Context: an optimization exercise on an open-source flow, tuned for small area and a short achievable clock period. The choices shown serve that exercise and are no tape-out recipe.
No functional check of the RTL was part of this run.
Power and IR drop assume default switching activity.

==> flow/design.v <==
module Vcpu32Alu (
   input    wire          clk,
   input    wire[0:31]    a,
   input    wire[0:31]    b,
   input    wire[0:7]     ac,
   output   wire[0:31]    r,
   output   wire          c,
   output   wire          n,
   output   wire          z,
   output   wire          err
   );
   wire [31:0] A   = a;
   wire [31:0] B   = b;
   wire        cin = ac[0];
   wire        invB = ac[1];
   wire [1:0]  sh  = ac[3:4];
   wire [2:0]  op  = ac[5:7];
   wire isAdd = ( op == 3'd3 );
   wire selA  = ( op == 3'd1 );
   wire selB  = ( op == 3'd2 );
   wire selAnd = ( op == 3'd5 );
   wire selOr  = ( op == 3'd6 );
   wire selXor = ( op == 3'd7 );
   wire [31:0] tA = ( sh == 2'd0 ) ? A :
                    ( sh == 2'd1 ) ? { A[30:0], 1'b0 } :
                    ( sh == 2'd2 ) ? { A[29:0], 2'b00 } :
                                     { A[28:0], 3'b000 };
   wire [3:0]  fT = { selA | selB | selAnd | selOr,          
                      selA | isAdd | selOr | selXor,         
                      selB | isAdd | selOr | selXor,         
                      1'b0 };                                
   wire [3:0]  uT = invB ? { fT[2], fT[3], fT[0], fT[1] } : fT;
   wire        gP = isAdd & ~invB;                          
   wire        gN = isAdd & invB;                           
   wire [31:0] g  = tA & (( B & { 32 { gP }} ) | ( ~B & { 32 { gN }} ));
   wire        cinA = cin & isAdd;
   wire [31:0] tL = ( tA & B & { 32 { uT[3] }} ) | ( tA & ~B & { 32 { uT[2] }} ) | ( ~tA & B & { 32 { uT[1] }} ) |
                    ( ~tA & ~B & { 32 { uT[0] }} );
   wire [31:0] p  = tL;
   wire s1c0_g0_1 = g[1] | ( p[1] & g[0] );
   wire s1c0_p0_1 = p[1] & p[0];
   wire sum_0 = tL[0] ^ cinA;
   wire sum_1 = tL[1] ^ ( g[0] | ( p[0] & cinA ));
   wire gco_0 = ( s1c0_g0_1 | ( s1c0_p0_1 & cinA ));
   wire s1c1_g0_1 = g[3] | ( p[3] & g[2] );
   wire s1c1_p0_1 = p[3] & p[2];
   wire s1c1_g1_2 = g[4] | ( p[4] & s1c1_g0_1 );
   wire s1c1_p1_2 = p[4] & s1c1_p0_1;
   wire sum_2 = tL[2];
   wire sum_3 = tL[3] ^ g[2];
   wire sum_4 = tL[4] ^ s1c1_g0_1;
   wire gco_1 = s1c1_g1_2;
   wire s1c2_g0_1 = g[6] | ( p[6] & g[5] );
   wire s1c2_p0_1 = p[6] & p[5];
   wire s1c2_g1_2 = g[7] | ( p[7] & s1c2_g0_1 );
   wire s1c2_p1_2 = p[7] & s1c2_p0_1;
   wire sum_5 = tL[5];
   wire sum_6 = tL[6] ^ g[5];
   wire sum_7 = tL[7] ^ s1c2_g0_1;
   wire gco_2 = s1c2_g1_2;
   wire s1c3_g0_1 = g[9] | ( p[9] & g[8] );
   wire s1c3_p0_1 = p[9] & p[8];
   wire s1c3_g1_2 = g[10] | ( p[10] & s1c3_g0_1 );
   wire s1c3_p1_2 = p[10] & s1c3_p0_1;
   wire sum_8 = tL[8];
   wire sum_9 = tL[9] ^ g[8];
   wire sum_10 = tL[10] ^ s1c3_g0_1;
   wire gco_3 = s1c3_g1_2;
   wire s1c4_g0_1 = g[12] | ( p[12] & g[11] );
   wire s1c4_p0_1 = p[12] & p[11];
   wire s1c4_g1_2 = g[13] | ( p[13] & s1c4_g0_1 );
   wire s1c4_p1_2 = p[13] & s1c4_p0_1;
   wire sum_11 = tL[11];
   wire sum_12 = tL[12] ^ g[11];
   wire sum_13 = tL[13] ^ s1c4_g0_1;
   wire gco_4 = s1c4_g1_2;
   wire s1c5_g0_1 = g[15] | ( p[15] & g[14] );
   wire s1c5_p0_1 = p[15] & p[14];
   wire s1c5_g1_2 = g[16] | ( p[16] & s1c5_g0_1 );
   wire s1c5_p1_2 = p[16] & s1c5_p0_1;
   wire sum_14 = tL[14];
   wire sum_15 = tL[15] ^ g[14];
   wire sum_16 = tL[16] ^ s1c5_g0_1;
   wire gco_5 = s1c5_g1_2;
   wire s1c6_g0_1 = g[18] | ( p[18] & g[17] );
   wire s1c6_p0_1 = p[18] & p[17];
   wire s1c6_g1_2 = g[19] | ( p[19] & s1c6_g0_1 );
   wire s1c6_p1_2 = p[19] & s1c6_p0_1;
   wire sum_17 = tL[17];
   wire sum_18 = tL[18] ^ g[17];
   wire sum_19 = tL[19] ^ s1c6_g0_1;
   wire gco_6 = s1c6_g1_2;
   wire s1c7_g0_1 = g[21] | ( p[21] & g[20] );
   wire s1c7_p0_1 = p[21] & p[20];
   wire s1c7_g1_2 = g[22] | ( p[22] & s1c7_g0_1 );
   wire s1c7_p1_2 = p[22] & s1c7_p0_1;
   wire sum_20 = tL[20];
   wire sum_21 = tL[21] ^ g[20];
   wire sum_22 = tL[22] ^ s1c7_g0_1;
   wire gco_7 = s1c7_g1_2;
   wire s1c8_g0_1 = g[24] | ( p[24] & g[23] );
   wire s1c8_p0_1 = p[24] & p[23];
   wire s1c8_g1_2 = g[25] | ( p[25] & s1c8_g0_1 );
   wire s1c8_p1_2 = p[25] & s1c8_p0_1;
   wire sum_23 = tL[23];
   wire sum_24 = tL[24] ^ g[23];
   wire sum_25 = tL[25] ^ s1c8_g0_1;
   wire gco_8 = s1c8_g1_2;
   wire s1c9_g0_1 = g[27] | ( p[27] & g[26] );
   wire s1c9_p0_1 = p[27] & p[26];
   wire s1c9_g1_2 = g[28] | ( p[28] & s1c9_g0_1 );
   wire s1c9_p1_2 = p[28] & s1c9_p0_1;
   wire sum_26 = tL[26];
   wire sum_27 = tL[27] ^ g[26];
   wire sum_28 = tL[28] ^ s1c9_g0_1;
   wire gco_9 = s1c9_g1_2;
   wire s1c10_g0_1 = g[30] | ( p[30] & g[29] );
   wire s1c10_p0_1 = p[30] & p[29];
   wire s1c10_g1_2 = g[31] | ( p[31] & s1c10_g0_1 );
   wire s1c10_p1_2 = p[31] & s1c10_p0_1;
   wire sum_29 = tL[29];
   wire sum_30 = tL[30] ^ g[29];
   wire sum_31 = tL[31] ^ s1c10_g0_1;
   wire gco_10 = s1c10_g1_2;
   wire [31:0] gSum = { sum_31, sum_30, sum_29, sum_28, sum_27, sum_26, sum_25, sum_24, sum_23, sum_22, sum_21, sum_20, sum_19, sum_18, sum_17, sum_16, sum_15, sum_14, sum_13, sum_12, sum_11, sum_10, sum_9, sum_8, sum_7, sum_6, sum_5, sum_4, sum_3, sum_2, sum_1, sum_0 };
   wire [10:0] gCo = { gco_10, gco_9, gco_8, gco_7, gco_6, gco_5, gco_4, gco_3, gco_2, gco_1, gco_0 };
   reg [31:0]   s1X;
   reg [10:0]   s1G;
   reg          s1Inv;
   always @( posedge clk ) begin
      s1X   <= gSum;
      s1G   <= gCo;
      s1Inv <= ac[2];
   end
   wire gP_0 = &s1X[1:0];
   wire gP_1 = &s1X[4:2];
   wire gP_2 = &s1X[7:5];
   wire gP_3 = &s1X[10:8];
   wire gP_4 = &s1X[13:11];
   wire gP_5 = &s1X[16:14];
   wire gP_6 = &s1X[19:17];
   wire gP_7 = &s1X[22:20];
   wire gP_8 = &s1X[25:23];
   wire gP_9 = &s1X[28:26];
   wire gP_10 = &s1X[31:29];
   wire s2c_g0_1 = s1G[1] | ( gP_1 & s1G[0] );
   wire s2c_p0_1 = gP_1 & gP_0;
   wire s2c_g0_3 = s1G[3] | ( gP_3 & s1G[2] );
   wire s2c_p0_3 = gP_3 & gP_2;
   wire s2c_g0_5 = s1G[5] | ( gP_5 & s1G[4] );
   wire s2c_p0_5 = gP_5 & gP_4;
   wire s2c_g0_7 = s1G[7] | ( gP_7 & s1G[6] );
   wire s2c_p0_7 = gP_7 & gP_6;
   wire s2c_g0_9 = s1G[9] | ( gP_9 & s1G[8] );
   wire s2c_p0_9 = gP_9 & gP_8;
   wire s2c_g1_2 = s1G[2] | ( gP_2 & s2c_g0_1 );
   wire s2c_p1_2 = gP_2 & s2c_p0_1;
   wire s2c_g1_3 = s2c_g0_3 | ( s2c_p0_3 & s2c_g0_1 );
   wire s2c_p1_3 = s2c_p0_3 & s2c_p0_1;
   wire s2c_g1_6 = s1G[6] | ( gP_6 & s2c_g0_5 );
   wire s2c_p1_6 = gP_6 & s2c_p0_5;
   wire s2c_g1_7 = s2c_g0_7 | ( s2c_p0_7 & s2c_g0_5 );
   wire s2c_p1_7 = s2c_p0_7 & s2c_p0_5;
   wire s2c_g1_10 = s1G[10] | ( gP_10 & s2c_g0_9 );
   wire s2c_p1_10 = gP_10 & s2c_p0_9;
   wire s2c_g2_4 = s1G[4] | ( gP_4 & s2c_g1_3 );
   wire s2c_p2_4 = gP_4 & s2c_p1_3;
   wire s2c_g2_5 = s2c_g0_5 | ( s2c_p0_5 & s2c_g1_3 );
   wire s2c_p2_5 = s2c_p0_5 & s2c_p1_3;
   wire s2c_g2_6 = s2c_g1_6 | ( s2c_p1_6 & s2c_g1_3 );
   wire s2c_p2_6 = s2c_p1_6 & s2c_p1_3;
   wire s2c_g2_7 = s2c_g1_7 | ( s2c_p1_7 & s2c_g1_3 );
   wire s2c_p2_7 = s2c_p1_7 & s2c_p1_3;
   wire s2c_g3_8 = s1G[8] | ( gP_8 & s2c_g2_7 );
   wire s2c_p3_8 = gP_8 & s2c_p2_7;
   wire s2c_g3_9 = s2c_g0_9 | ( s2c_p0_9 & s2c_g2_7 );
   wire s2c_p3_9 = s2c_p0_9 & s2c_p2_7;
   wire s2c_g3_10 = s2c_g1_10 | ( s2c_p1_10 & s2c_g2_7 );
   wire s2c_p3_10 = s2c_p1_10 & s2c_p2_7;
   wire rs_0 = s1X[0];
   wire rs_1 = s1X[1];
   wire rs_2 = s1X[2] ^ ( s1G[0] );
   wire rs_3 = s1X[3] ^ ( s1G[0] & ( &s1X[2:2] ) );
   wire rs_4 = s1X[4] ^ ( s1G[0] & ( &s1X[3:2] ) );
   wire rs_5 = s1X[5] ^ ( s2c_g0_1 );
   wire rs_6 = s1X[6] ^ ( s2c_g0_1 & ( &s1X[5:5] ) );
   wire rs_7 = s1X[7] ^ ( s2c_g0_1 & ( &s1X[6:5] ) );
   wire rs_8 = s1X[8] ^ ( s2c_g1_2 );
   wire rs_9 = s1X[9] ^ ( s2c_g1_2 & ( &s1X[8:8] ) );
   wire rs_10 = s1X[10] ^ ( s2c_g1_2 & ( &s1X[9:8] ) );
   wire rs_11 = s1X[11] ^ ( s2c_g1_3 );
   wire rs_12 = s1X[12] ^ ( s2c_g1_3 & ( &s1X[11:11] ) );
   wire rs_13 = s1X[13] ^ ( s2c_g1_3 & ( &s1X[12:11] ) );
   wire rs_14 = s1X[14] ^ ( s2c_g2_4 );
   wire rs_15 = s1X[15] ^ ( s2c_g2_4 & ( &s1X[14:14] ) );
   wire rs_16 = s1X[16] ^ ( s2c_g2_4 & ( &s1X[15:14] ) );
   wire rs_17 = s1X[17] ^ ( s2c_g2_5 );
   wire rs_18 = s1X[18] ^ ( s2c_g2_5 & ( &s1X[17:17] ) );
   wire rs_19 = s1X[19] ^ ( s2c_g2_5 & ( &s1X[18:17] ) );
   wire rs_20 = s1X[20] ^ ( s2c_g2_6 );
   wire rs_21 = s1X[21] ^ ( s2c_g2_6 & ( &s1X[20:20] ) );
   wire rs_22 = s1X[22] ^ ( s2c_g2_6 & ( &s1X[21:20] ) );
   wire rs_23 = s1X[23] ^ ( s2c_g2_7 );
   wire rs_24 = s1X[24] ^ ( s2c_g2_7 & ( &s1X[23:23] ) );
   wire rs_25 = s1X[25] ^ ( s2c_g2_7 & ( &s1X[24:23] ) );
   wire rs_26 = s1X[26] ^ ( s2c_g3_8 );
   wire rs_27 = s1X[27] ^ ( s2c_g3_8 & ( &s1X[26:26] ) );
   wire rs_28 = s1X[28] ^ ( s2c_g3_8 & ( &s1X[27:26] ) );
   wire rs_29 = s1X[29] ^ ( s2c_g3_9 );
   wire rs_30 = s1X[30] ^ ( s2c_g3_9 & ( &s1X[29:29] ) );
   wire rs_31 = s1X[31] ^ ( s2c_g3_9 & ( &s1X[30:29] ) );
   wire [31:0] rSum = { rs_31, rs_30, rs_29, rs_28, rs_27, rs_26, rs_25, rs_24, rs_23, rs_22, rs_21, rs_20, rs_19, rs_18, rs_17, rs_16, rs_15, rs_14, rs_13, rs_12, rs_11, rs_10, rs_9, rs_8, rs_7, rs_6, rs_5, rs_4, rs_3, rs_2, rs_1, rs_0 };
   wire rCo = s2c_g3_10;
   reg [31:0] s2R;
   reg        s2C;
   always @( posedge clk ) begin
      s2R <= rSum ^ { 32 { s1Inv }};
      s2C <= rCo;
   end
   assign r   = s2R;
   assign c   = s2C;
   assign n   = s2R[31];
   assign z   = ( s2R == 32'd0 );
   assign err = 1'b0;
endmodule
==> flow/flow/run.sh <==
#!/bin/bash
# Layout flow: the standard layout (standard.sh: the standard synthesis script and ORFS steps), with
# two changes:
#  - each input and output port is buffered with a plain sky130_fd_sc_hd__buf_1 (PORT_BUF) rather than
#    the delay buffer that buffer_ports picks by default;
#  - the 4-input multiplexer cells (slow select inputs) are added to the platform's don't-use list
#    (EXTRA_DONT_USE), so synthesis builds the A pre-shift from 2-input multiplexers.
# The whole make output goes to standard_flow.log in the work folder; ORFS's per-step logs are
# under orfs/logs/.
set -euo pipefail
cd "$(dirname "${BASH_SOURCE[0]}")/.."
PORT_BUF=sky130_fd_sc_hd__buf_1
EXTRA_DONT_USE="sky130_fd_sc_hd__mux4_1 sky130_fd_sc_hd__mux4_2 sky130_fd_sc_hd__mux4_4"
export BUFFER_PORTS_ARGS="-buffer_cell ${PORT_BUF}"
# the platform's own don't-use list, as ORFS's make computes it
PLATFORM_DONT_USE=$(make -s -C "$FLOW_HOME" DESIGN_CONFIG="$PWD/config.mk" WORK_HOME="$PWD/orfs" \
  print-DONT_USE_CELLS 2> dont_use_probe.log | sed -n 's/^DONT_USE_CELLS: *//p')
echo "platform don't-use: $PLATFORM_DONT_USE" > dont_use.log
[[ -n "$PLATFORM_DONT_USE" ]]
bash standard.sh "DONT_USE_CELLS=${PLATFORM_DONT_USE} ${EXTRA_DONT_USE}" finish > standard_flow.log 2>&1
==> flow/standard.sh <==
#!/bin/bash
# synth_recipe.tcl (not shown) runs the flow's synth.tcl, then flattens the netlist and writes it again
# the make line also repeats each setting of config.mk as NAME=value (left out here)
make -C /OpenROAD-flow-scripts/flow DESIGN_CONFIG=/design/flow/config.mk WORK_HOME=/design/flow/orfs CLKGATE_MAP_FILE= SYNTH_SCRIPT=/design/flow/synth_recipe.tcl "${@:-finish}"
==> flow/config.mk <==
export PLATFORM = sky130hd
export DESIGN_NAME = Vcpu32Alu
export DESIGN_NICKNAME = Vcpu32Alu
export VERILOG_FILES = /design/flow/design.v
export SDC_FILE = /design/flow/constraint.sdc
export NUM_CORES = 4
export LEC_CHECK = 0
export CAP_MARGIN = 20
export CORE_MARGIN = 2
export CORE_UTILIZATION = 60
export CTS_BUF_LIST = sky130_fd_sc_hd__clkbuf_4 sky130_fd_sc_hd__clkbuf_8
export SETUP_SLACK_MARGIN = 3.0
export SLEW_MARGIN = 20
==> flow/constraint.sdc <==
create_clock -name core_clock -period 5.5 [get_ports {clk}]
set_input_delay 1.1000 -clock core_clock [delete_from_list [all_inputs] [get_ports {clk}]]
set_output_delay 1.1000 -clock core_clock [all_outputs]
set_load 0.01 [all_outputs]
==> results.cfg <==
[outcome]
result_of_the_run = complete, no violations

[global_route]
global_route_wire_length_before_repair_mm = 19.7
antenna_violations_before_repair = 0
grt.overflow.total = 0
grt_use_total_pct = 28.2
grt_start_max_net_pins = 33
vias_in_the_first_global_route = 3997

[sta]
tns_ns = 0
timing.slew.headroom_pct = 39.3
report.final.hold_viol_count = 0
max_slew.worst_pin.slew_ns = 0.911
achievable-frequency_mhz = 391
final_critical_path_setup_slack_ns = 2.95
finClkSkew_ns = 0.0114
grt_setup_unrepaired = yes
report.final.slew_viol_count = 0
finalCritPeriodShare_pct = 46.4
finalWorstPathRequiredPeriod_ns = 2.55
setup_viol = 0

[worst_setup_path]
timing.critical_path.from_type = primary input
timing.critical_path.arrival_ns = 2.78
endpoint_kind = register
crit-reg2reg-launch = s1X[20]
critPathLaunch = ac[7]
worst_ep_required_time_ns = 5.73
worstSetupPathType = in -> reg
path_max_fanout = 8

[layout]
insertedDiodeCount = 0
post_route_cells_drive_above_1_share_pct = 17.9
final_net_count = 738
final_common_cell = sky130_fd_sc_hd__buf_1
ff_latch_area_um2 = 1550
postLayoutCellArea_um2 = 6060
area_used_by_multi_input_combinational_logic_um2 = 3570
area_growth_syn_to_layout_pct = 22.3
fillerInstances = 612
final_util_pct = 74.9
mostFrequentLayoutCells = 101 x sky130_fd_sc_hd__buf_1, 72 x sky130_fd_sc_hd__dfxtp_1, 56 x sky130_fd_sc_hd__xnor2_1, 44 x sky130_fd_sc_hd__mux2i_1

[floorplan]
die_width_um = 94.9
die_area_um2 = 9010
num_rows = 33
die_height_um = 94.9
start_util_pct = 61.3
fp.coreArea_um2 = 8090
boundaryPins = 109

[flow_run]
drv.max_cap_violation_count = 0

[synth]
synth_enable_flop_cells = 0
ys_ff_latch = 77
syn-instance-count = 536
synthesis.yosys.warnings = 1
post_synth_num_cell_types = 46
mappedNetlistArea_um2 = 4960
synth_ff_type = sky130_fd_sc_hd__dfxtp_1
syn_nets = 641
postSynthAreaPerCell_um2 = 9.25
yosysSeqAreaShare_pct = 31.1
synth-async-reset-ratio_pct = 0

[clock_tree]
clk_pin_slew_worst_paths_ns = 0.08
post_cts_hold_buffer_count = 0
clk_latency_ns = 0.34
number_of_h_tree_branching_levels = 3
tritoncts.num_buffers = 9
clock-sinks = 77
clk_path_buf_depth = 2
cts-root-buf = sky130_fd_sc_hd__clkbuf_8
tritoncts = done

[place]
buffer_ports.inserted = 107
detailed_place_hpwl_mm = 8.68
final_weighted_congestion_of_routability_driven_global_placement = 0.892
placed_cell_area_um2 = 5440
place_ws_ns = 1.93

[routing]
routed-via-count = 4296
postRouteWirelength_mm = 12.5
drt_drc_violations_left = 0
wire_per_inst_um = 16.9
drt_iter0_markers = 191
drt-pass1-iter-count = 4
drtAntennaViolNets = 0
routed_via_density = 5.78

[pwr]
ir_drop_mv = 0.162
total_leakage_power_nw = 2.44
p_per_area_nw_per_um2 = 275

[min_path]
timing.hold.worst.class = reg -> reg
min-delay-start = s1X[0]
cells by family (layout without fill, tap and decap cells):
kind of cell / count (synthesis) / in the layout / share of synthesized area, %
AO/OA/AOI/OAI: 108 / 108 / 14.4
AND/OR/NAND/NOR: 124 / 124 / 12.8
buffers and inverters: 37 / 138 / 3.63
adder cells (fa/ha/maj): 32 / 32 / 8.07
multiplexers: 75 / 76 / 15.5
flip-flops: 77 / 77 / 31.1
other: 1 / 1 / 0.0756
XOR/XNOR: 82 / 82 / 14.5
synth_stat cells, types with 2 or more instances:
library cell                n  area [um2]
sky130_fd_sc_hd__a21o_1    15         113
sky130_fd_sc_hd__a21oi_1   38         190
sky130_fd_sc_hd__a311oi_1   2        17.5
sky130_fd_sc_hd__a31o_2     9        78.8
sky130_fd_sc_hd__a41oi_1    2        17.5
sky130_fd_sc_hd__a41oi_2    2        32.5
sky130_fd_sc_hd__and3_1     4        25.0
sky130_fd_sc_hd__buf_2      9        45.0
sky130_fd_sc_hd__buf_4      4        30.0
sky130_fd_sc_hd__buf_6      2        22.5
sky130_fd_sc_hd__clkbuf_1  17        63.8
sky130_fd_sc_hd__dfxtp_1   77        1540
sky130_fd_sc_hd__ha_1      32         400
sky130_fd_sc_hd__inv_1      3        11.3
sky130_fd_sc_hd__inv_2      2        7.51
sky130_fd_sc_hd__mux2_1     5        56.3
sky130_fd_sc_hd__mux2_2     8        90.1
sky130_fd_sc_hd__mux2i_1   62         621
sky130_fd_sc_hd__nand2_1   13        48.8
sky130_fd_sc_hd__nand3_1   33         165
sky130_fd_sc_hd__nand3b_1   2        15.0
sky130_fd_sc_hd__nand4_1    5        31.3
sky130_fd_sc_hd__nor2_1    39         146
sky130_fd_sc_hd__nor3_1     2        10.0
sky130_fd_sc_hd__nor3b_1   11        82.6
sky130_fd_sc_hd__nor4_1     9        56.3
sky130_fd_sc_hd__o21ai_0    5        25.0
sky130_fd_sc_hd__o21ai_1   25         125
sky130_fd_sc_hd__o31ai_1    2        15.0
sky130_fd_sc_hd__xnor2_1   56         490
sky130_fd_sc_hd__xor2_1    26         228
final timing paths:
path	endpoint	slack, ns	cells past startpoint
setup / recovery	s1X[1]	2.95	8
setup reg to reg	s2R[29]	3.37	7
hold / removal	s2R[0]	0.43	1
hold reg to reg	s2R[0]	0.43	1
through the flow:
step | hold slack, ns | instances | total power (W)
after global placement | 0.414 | 719 | 0.00122
after global routing | 0.444 | 743 | 0.00177
after detailed placement | 0.425 | 719 | 0.00124
after CTS | 0.438 | 740 | 0.00164
after floorplan | 0.404 | 536 | 0.00109
final | 0.434 | 743 | 0.00167
cell type report:
cell class | instances | share of cell area, %
clock inverters | 7 | 0.846
flip-flops and latches | 77 | 25.5
multi-input cells | 423 | 58.8
repair buffers | 117 | 10.2
inverters | 5 | 0.392
clock buffers | 9 | 2.04
well taps | 105 | 2.17
power breakdown:
part / total [W] / switching (W) / leakage [nW] / internal (W)
logic: 0.000538 / 0.000294 / 1.71 / 0.000245
registers: 0.000761 / 0.0000919 / 0.645 / 0.000669
clock network: 0.000368 / 0.000203 / 0.0856 / 0.000165
total: 0.00167 / 0.000588 / 2.44 / 0.00108
what timing repair did:
action,CTS,global route
pin swaps,3,11
endpoints found under the setup margin,44,16
gates cloned,4,1
gates resized for setup,33,45
buffers inserted,1,2
registers in the layout, summed over array words and instances (netlist names):
signal and flops:
s1X 32, s1Inv 1, s2R 32, s1G 11, s2C 1
critical path: stages:
cell and delay, ns:
sky130_fd_sc_hd__buf_1 0.27, sky130_fd_sc_hd__ha_4 0.21, sky130_fd_sc_hd__nor2b_2 0.29, sky130_fd_sc_hd__buf_4 0.26, sky130_fd_sc_hd__and2_1 0.15, sky130_fd_sc_hd__ha_1 0.14, sky130_fd_sc_hd__a21oi_1 0.05, sky130_fd_sc_hd__xnor2_1 0.31
layer usage:
| layer | GRT usage (%) | vias up | wire length [um] |
|---|---|---|---|
| met3 | 4.47 | 13 | 664 |
| li1 | - | 2125 | - |
| met5 | 0 | - | 0 |
| met2 | 45.6 | 167 | 5830 |
| met1 | 39.2 | 1991 | 5910 |
| met4 | 7.13 | 0 | 135 |

what the ideal ports hide:
No port has a modelled driver above. Below, the same layout with a new extraction and two added sets of constraints. Step 1 (the two cells are an assumption about what drives the block):
set clk [get_ports {clk}]
set_driving_cell -lib_cell sky130_fd_sc_hd__clkbuf_16 $clk
set_driving_cell -lib_cell sky130_fd_sc_hd__buf_2 [delete_from_list [all_inputs] $clk]
Step 2 adds t to the input delays and takes it off the output delays; t is the mean of the earliest and latest rising clock arrival at the registers after step 1. Input paths then give back, and output paths get back, about the clock's delay inside the block. a / b / c = ideal / step 1 / step 2; a / b = the first two.
t (ns): 0.364
setup slack, ns: 2.945 / 2.895 / 2.531
hold slack, ns: 0.434 / 0.434 / 0.434
worst register clock-pin slew, ns: 0.08 / 0.08
After both steps setup and hold are still met in this run. For this run, drivers alone change the setup slack by -0.050 ns; drivers and shift together by -0.414 ns.
